From an optimization exercise on the open Yosys and OpenROAD flow, aimed at small area; shortcuts taken in it are not production practice.
Only the layout flow was run in this run; the RTL was not checked for function there.
Power is estimated from default activity; no workload was simulated.

===== flow/design.v =====
module counter 
#(	parameter heso = 4,
	parameter size = 3
	)
(
	input clk,
	input rst_n,
	output reg clk_out,
	output rise,
	output fall
	);
	reg [size - 1'b1 : 0] Q;
	wire wrap = (Q == heso - 1'b1);
	assign rise = wrap & ~clk_out;
	assign fall = wrap & clk_out;
	always @(posedge clk or negedge rst_n) begin
		if (!rst_n) begin
			clk_out <= 0;
			Q <= 0;
		end
		else if (wrap) begin
			Q <= 0;
			clk_out <= !clk_out;
		end
		else begin
			Q <= Q + 1'b1;
		end
	end
endmodule
module adc108s102_interface (
	input clk,
	input rst_n,
	input dout,
	output reg din,
	output reg cs_n,
	output sclk,
	output reg [9:0] data,
	output check
	);
localparam [2:0] add = 3'b000;	
reg [4:0] stt;
reg [15:0] temp;
wire clk_16m, sclk_rise, sclk_fall;
counter
#(
	.heso(4),
	.size(3)
	)
clock_16m(
	.clk(clk),
	.rst_n(rst_n),
	.clk_out(clk_16m),
	.rise(sclk_rise),
	.fall(sclk_fall)
	);
assign sclk = clk_16m;
always @(posedge clk or negedge rst_n) begin
	if (!rst_n) begin
		cs_n <= 1;
		stt <= 0;
		din <= 0;
	end
	else if (sclk_fall) begin
		case (stt)
			0: begin
				cs_n <= 1;
				stt <= 1;
			end
			1: begin
				cs_n <= 0;
				din <= 1'b1;
				stt <= 2;
			end
			2: begin
				din <= 1'b1;
				stt <= 3;
			end
			3: begin
				din <= add[2];
				stt <= 4;
			end
			4: begin
				din <= add[1];
				stt <= 5;
			end	
			5: begin
				din <= add[0];
				stt <= 6;
			end
			6: begin
				din <= 1'b1;
				stt <= 7;
			end
			7: begin
				din <= 1'b1;
				stt <= 8;
			end
			8: begin
				din <= 1'b1;
				stt <= 9;
			end
			9: begin
				din <= 1'b1;
				stt <= 10;
			end
			10: begin
				din <= 1'b1;
				stt <= 11;
			end
			11: begin
				din <= 1'b1;
				stt <= 12;
			end
			12: begin
				din <= 1'b1;
				stt <= 13;
			end
			13: begin
				din <= 1'b1;
				stt <= 14;
			end
			14: begin
				din <= 1'b1;
				stt <= 15;
			end
			15: begin
				din <= 1'b1;
				stt <= 16;
			end
			16: begin
				din <= 1'b1;
				stt <= 0;
			end
			default: ;
		endcase	
	end
end
always @(posedge clk) begin
	if (sclk_fall && stt == 5'd0) begin
		data <= temp[11:2];
	end
end
reg [3:0] index;
always @(posedge clk or negedge rst_n) begin
	if (!rst_n) begin
		index <= 4'd15;
	end
	else if (sclk_fall) begin
		if (cs_n || stt == 5'd0) begin
			index <= 4'd15;
		end
		else if (index == 4'd0) begin
			index <= 4'd15;
		end
		else begin
			index <= index - 1'b1;
		end
	end
end
always @(posedge clk) begin
	if (sclk_rise && ~cs_n) begin
		temp [index] <= dout;
	end
end
assign check = temp[15] | temp[14] | temp[13] | temp[12] | temp[1] | temp[0];
endmodule
`timescale 1ns / 1ps
module seg_7_4(
    input clk,
    input rst_n,
    input [9:0] value,
    output [3:0] an_n,
    output reg [6:0] seg
    );
	 reg [3:0] an;
	 reg [3:0] m;
	 wire [3:0] nghin;
	 wire [3:0] tram;
	 wire [3:0] chuc;
	 wire [3:0] donvi;
	 reg [9:0] data;
	 reg [18:0] dem;
	 wire clk_sample, sample_rise, sample_fall;
   counter
#(
	.heso(1000),
	.size(27)
	)
clock_sample(
	.clk(clk),
	.rst_n(rst_n),
	.clk_out(clk_sample),
	.rise(sample_rise),
	.fall(sample_fall)
	);
always @(posedge clk) begin
	if (sample_rise)
		data <= value;
end
	assign nghin = data/1000;
	assign tram = (data/100)%10;
	assign chuc = (data/10)%10;
	assign donvi = data%10;
always @ (posedge clk or negedge rst_n)
begin
if (~rst_n) begin
	an <= 4'b0001;
	dem <= 0;
end
else if(dem>=100)
	begin
		if(an==4'b1000) an<= 4'b0001;
		else an <= an<<1;
		dem <=0;
	end
else dem <= dem + 1'b1;	
end
always @*
begin
   case(an)
	8 : m = nghin;
	4 : m = tram;
	2 : m = chuc;
	1 : m = donvi;
	default: m = donvi;
	endcase
	case (m)
	0: seg = 7'b0000001;
	1: seg = 7'b1001111;
	2: seg = 7'b0010010;
	3: seg = 7'b0000110;
	4: seg = 7'b1001100;
	5: seg = 7'b0100100;
	6: seg = 7'b0100000;
	7: seg = 7'b0001111;
	8: seg = 7'b0000000;
	9: seg = 7'b0000100;
	default: seg = 7'b1111111;
	endcase	
end
assign an_n = {~an[3], ~an[2], ~an[1], ~an[0]};
endmodule
module read_analog (
	input clk,
	input rst_n,
	input dout,
	output cs_n,
	output sclk,
	output din,
	output check,
	output [3:0] an,
	output [6:0] seg
	);
	wire [9:0] data;
adc108s102_interface adc108s102_interface (
	.clk(clk),
	.rst_n(rst_n),
	.dout(dout),
	.din(din),
	.cs_n(cs_n),
	.sclk(sclk),
	.data(data),
	.check(check)
	);
seg_7_4 seg_7_4 (
	.clk(clk),
	.rst_n(rst_n),
	.value(data),
	.an_n(an),
	.seg(seg)
	);
endmodule

===== flow/run.sh =====
#!/bin/bash
# synth_recipe.tcl (not shown) runs the flow's synth.tcl, then flattens the netlist and writes it again
# the make line also repeats each setting of config.mk as NAME=value (left out here)
make -C /OpenROAD-flow-scripts/flow DESIGN_CONFIG=/design/flow/config.mk WORK_HOME=/design/flow/orfs CLKGATE_MAP_FILE= SYNTH_SCRIPT=/design/flow/synth_recipe.tcl finish

===== flow/config.mk =====
export PLATFORM = sky130hd
export DESIGN_NAME = read_analog
export DESIGN_NICKNAME = read_analog
export VERILOG_FILES = /design/flow/design.v
export SDC_FILE = /design/flow/constraint.sdc
export NUM_CORES = 4
export LEC_CHECK = 0
export CAP_MARGIN = 20
export CORE_MARGIN = 2
export CORE_UTILIZATION = 40
export SLEW_MARGIN = 20

===== flow/constraint.sdc =====
create_clock -name core_clock -period 30.0 [get_ports {clk}]
set_input_delay 6.0000 -clock core_clock [delete_from_list [all_inputs] [get_ports {clk}]]
set_output_delay 6.0000 -clock core_clock [all_outputs]
set_load 0.01 [all_outputs]

==> run notes <==
-- layer usage --
metal  part of all wire, %  up-vias  track usage, %
met3                   2.9       24            1.28
li1                      -     3620               -
met4                   2.2        0            5.90
met2                    46      142            28.0
met5                     0        -               0
met1                    49     3358            24.9
-- through the flow --
stage | std cells | utilization, % | power, mW | worst slack (ps) | instance area, um^2
after CTS | 1264 | 44.4 | 0.267 | 6020 | 9270
final | 1264 | 44.4 | 0.264 | 5900 | 9270
after detailed placement | 1248 | 42.9 | 0.150 | 6420 | 8960
after global placement | 1248 | 42.9 | 0.150 | 6780 | 8960
after global routing | 1264 | 44.4 | 0.273 | 4450 | 9270
after floorplan | 978 | - | 0.148 | 8910 | 8520
-- worst max path at each step --
stage / start / end / slack, ps
finish: seg_7_4.an[2] / seg[2] / 5900
global route: seg_7_4.an[2] / seg[2] / 4450
CTS: seg_7_4.an[2] / seg[2] / 6020
detailed placement: seg_7_4.an[2] / seg[2] / 6420
global placement: seg_7_4.an[2] / seg[2] / 6780
floorplan: seg_7_4.an[2] / seg[2] / 8910
-- cell usage after synthesis, drive strengths merged (6+ instances only) --
cell type,count,area share [%]
a211oi,15,2.0
a21o,11,0.99
a21oi,44,2.6
a22o,8,0.83
a31oi,9,0.74
and2,12,0.89
and3,19,1.4
buf,8,0.63
clkbuf,21,0.93
dfrtp,60,18
dfstp,6,1.9
edfxtp,36,13
ha,57,8.4
inv,35,1.5
mux2,18,2.5
mux2i,16,1.9
nand2,97,4.4
nand2b,13,0.96
nand3,27,1.7
nand4,13,0.96
nor2,102,4.5
nor2b,13,0.96
nor3,26,1.6
nor4,19,1.7
o211ai,12,1.1
o21a,12,1.1
o21ai,63,3.7
o31ai,9,0.80
or3,17,1.3
xnor2,43,4.4
xor2,20,2.1
-- cells by family after synthesis --
group / count (synthesis) / synth area share, %
AOI/OAI and AO/OA: 256 / 21.7
xor gates and xnor gates: 63 / 6.51
adders and majority gates: 58 / 8.53
buffers and inverters: 65 / 3.31
DFF: 102 / 32.3
muxes: 34 / 4.37
other: 1 / 0.0442
and+or+nand+nor: 387 / 23.2
-- power by group --
part           switching, mW  internal (mW)  leakage (nW)
clock                 0.0537         0.0634         0.153
sequential          0.000246          0.144          1.11
combinational        0.00230       0.000452          2.51
-- cell type report --
| class | instances | area, um^2 | share of cell area [%] |
|---|---|---|---|
| Sequential cell | 102 | 2740 | 29.6 |
| Clock buffer | 10 | 250 | 2.70 |
| Clock inverter | 6 | 57.6 | 0.621 |
| Inverter | 36 | 148 | 1.59 |
| Timing Repair Buffer | 24 | 218 | 2.35 |
| Tap cell | 275 | 344 | 3.71 |
| Multi-Input combinational cell | 811 | 5510 | 59.5 |
-- state kept, by name, indices dropped and copies added (netlist names) --
signal and flops:
seg_7_4.dem 19, adc108s102_interface.clock_16m.Q 3, seg_7_4.clock_sample.clk_out 1, adc108s102_interface.stt 5, adc108s102_interface.clock_16m.clk_out 1, seg_7_4.data 10
adc108s102_interface.index 4, adc108s102_interface.temp 16, seg_7_4.clock_sample.Q 27, adc108s102_interface.data 10, adc108s102_interface.cs_n 1, adc108s102_interface.din 1
seg_7_4.an 4
==> run_results.csv <==
group,metric,value,unit
outcome,status,"finished clean",
floorplan,dieHeight,150,um
clock_network,cts_hold_buffers,0,
critical_path,crit_family,"compound AO/OA/AOI/OAI gates",
clock_network,cts_resized,0,
clock_network,cts_num_sinks,102,
floorplan,ioPinCount,18,
grt,grt_use_total,17.4,%
critical_path,cp_max_fo,21,
logic_synthesis,postSynthAreaPerCell,8.78,um^2
worst_hold_path,hold_end,"seg_7_4.data[9]",
finish,drive_gt1_share,8.19,%
critical_path,max_stage_delay,660,ps
clock_network,htreeDepth,3,
finish,layout_commonest_cell,"nor2_1",
placement,port_buffers,17,
timing,worst_slew_pin_slew,1010,ps
floorplan,start_util,40.6,%
grt,grt_pass1_wl,32400,um
power_and_ir_drop,irDropWorstVdd,30.2,uV
critical_path,path_buf_inv,3,
timing,fmaxAchievable,41.5,MHz
logic_synthesis,synth_enable_flop_cells,36,
worst_hold_path,hold_class,"reg -> reg",
timing,setup_viol,0,
critical_path,timing.rr.start,"adc108s102_interface.index[0]",
timing,fin_tns_setup,0,ps
logic_synthesis,yosys_warnings,4,
timing,relSlewSlack,32.1,%
logic_synthesis,synth_area,8480,um^2
grt,antenna_found_initial,0,
timing,rsz0062_at_grt,"no",
logic_synthesis,synth-seq-cells,102,
routing,detail_route.wirelength,19100,um
logic_synthesis,synthArstFlopShare,64.7,%
critical_path,cp_common_cell,"ha_1",
power_and_ir_drop,power_density,28.5,nW/um^2
routing,drc,0,
grt,overflow,0,
timing,min_period,24100,ps
finish,area_growth,9.36,%
grt,grt_pass1_vias,6617,
placement,place_congestion,0.869,
critical_path,cp_slowest_cell,"a2111oi_2",
critical_path,cp.depth,72,
grt,grt_max_degree,67,
timing,skew,8.95,ps
logic_synthesis,synth_flop_cell,"dfrtp_1",
clock_network,cts_buffers,9,
timing,hold_viol,0,
floorplan,dieArea,22400,um^2
routing,vias,7144,
finish,antenna_cells,0,
routing,wl_per_cell,15.1,um
timing,finalHoldWorstSlack,421,ps
logic_synthesis,postSynthCellCount,966,
logic_synthesis,synth_cell_types,99,
routing,viasPerCell,5.65,
critical_path,crit_type,"reg -> out",
finish,layout_common_cells,"101 x nor2_1, 96 x nand2_1, 60 x dfrtp_1",
clock_network,cts-root-buf,"clkbuf_16",
critical_path,crit_path_end_kind,"output pin",
clock_network,post_cts_buffers,0,
placement,dp_hpwl,14600,um
floorplan,rows,53,
clock_network,cts_tree,"done",
finish,fillers,2093,
clock_network,clk_latency,340,ps
timing,drv_slew,0,
clock_network,clk_pin_slew,70,ps
timing,period_share,80.3,%
finish,fin_nets,1044,
logic_synthesis,seq_area_frac_synth,32.3,%
critical_path,crit_path_start_kind,"register",
routing,ant_nets,0,
critical_path,rrSetupSlack,27620,ps
job,maxCapViolations,0,
floorplan,core,20900,um^2
worst_hold_path,hold_depth,0,
critical_path,worstReg2RegEnd,"adc108s102_interface.temp[8]",
critical_path,cp.required,24000,ps
routing,drt_iter0_drc,362,
worst_hold_path,hp-start,"adc108s102_interface.data[9]",
floorplan,die_x,150,um
routing,firstDrtPassIters,7,
power_and_ir_drop,power_leakage,3.78,nW
clock_network,cts.path.max_buffers,2,
critical_path,worstPathArrival,18100,ps
critical_path,rr_worst_depth,6,

[what the ideal ports hide]
The results above use ideal ports. As a check the final layout listed here was re-extracted and re-timed, cells and wires unchanged. Step 1 assumes that a clkbuf_16 drives the clock port and a buf_2 every other input. Step 2 adds t to the input delays and takes it off the output delays; t is the mean of the earliest and latest rising clock arrival at the registers after step 1. Input paths then give back, and output paths get back, about the clock's delay inside the block. Three values: ideal, step 1, step 2; two values: the first two.
t (ns): 0.370
slack for setup (ns): 5.897 / 5.862 / 6.232
cell pins on the clock port's net: 1
After both steps setup and hold are still met in this run. The setup slack of this run moves by -0.035 ns with the drivers and by +0.335 ns with both steps.
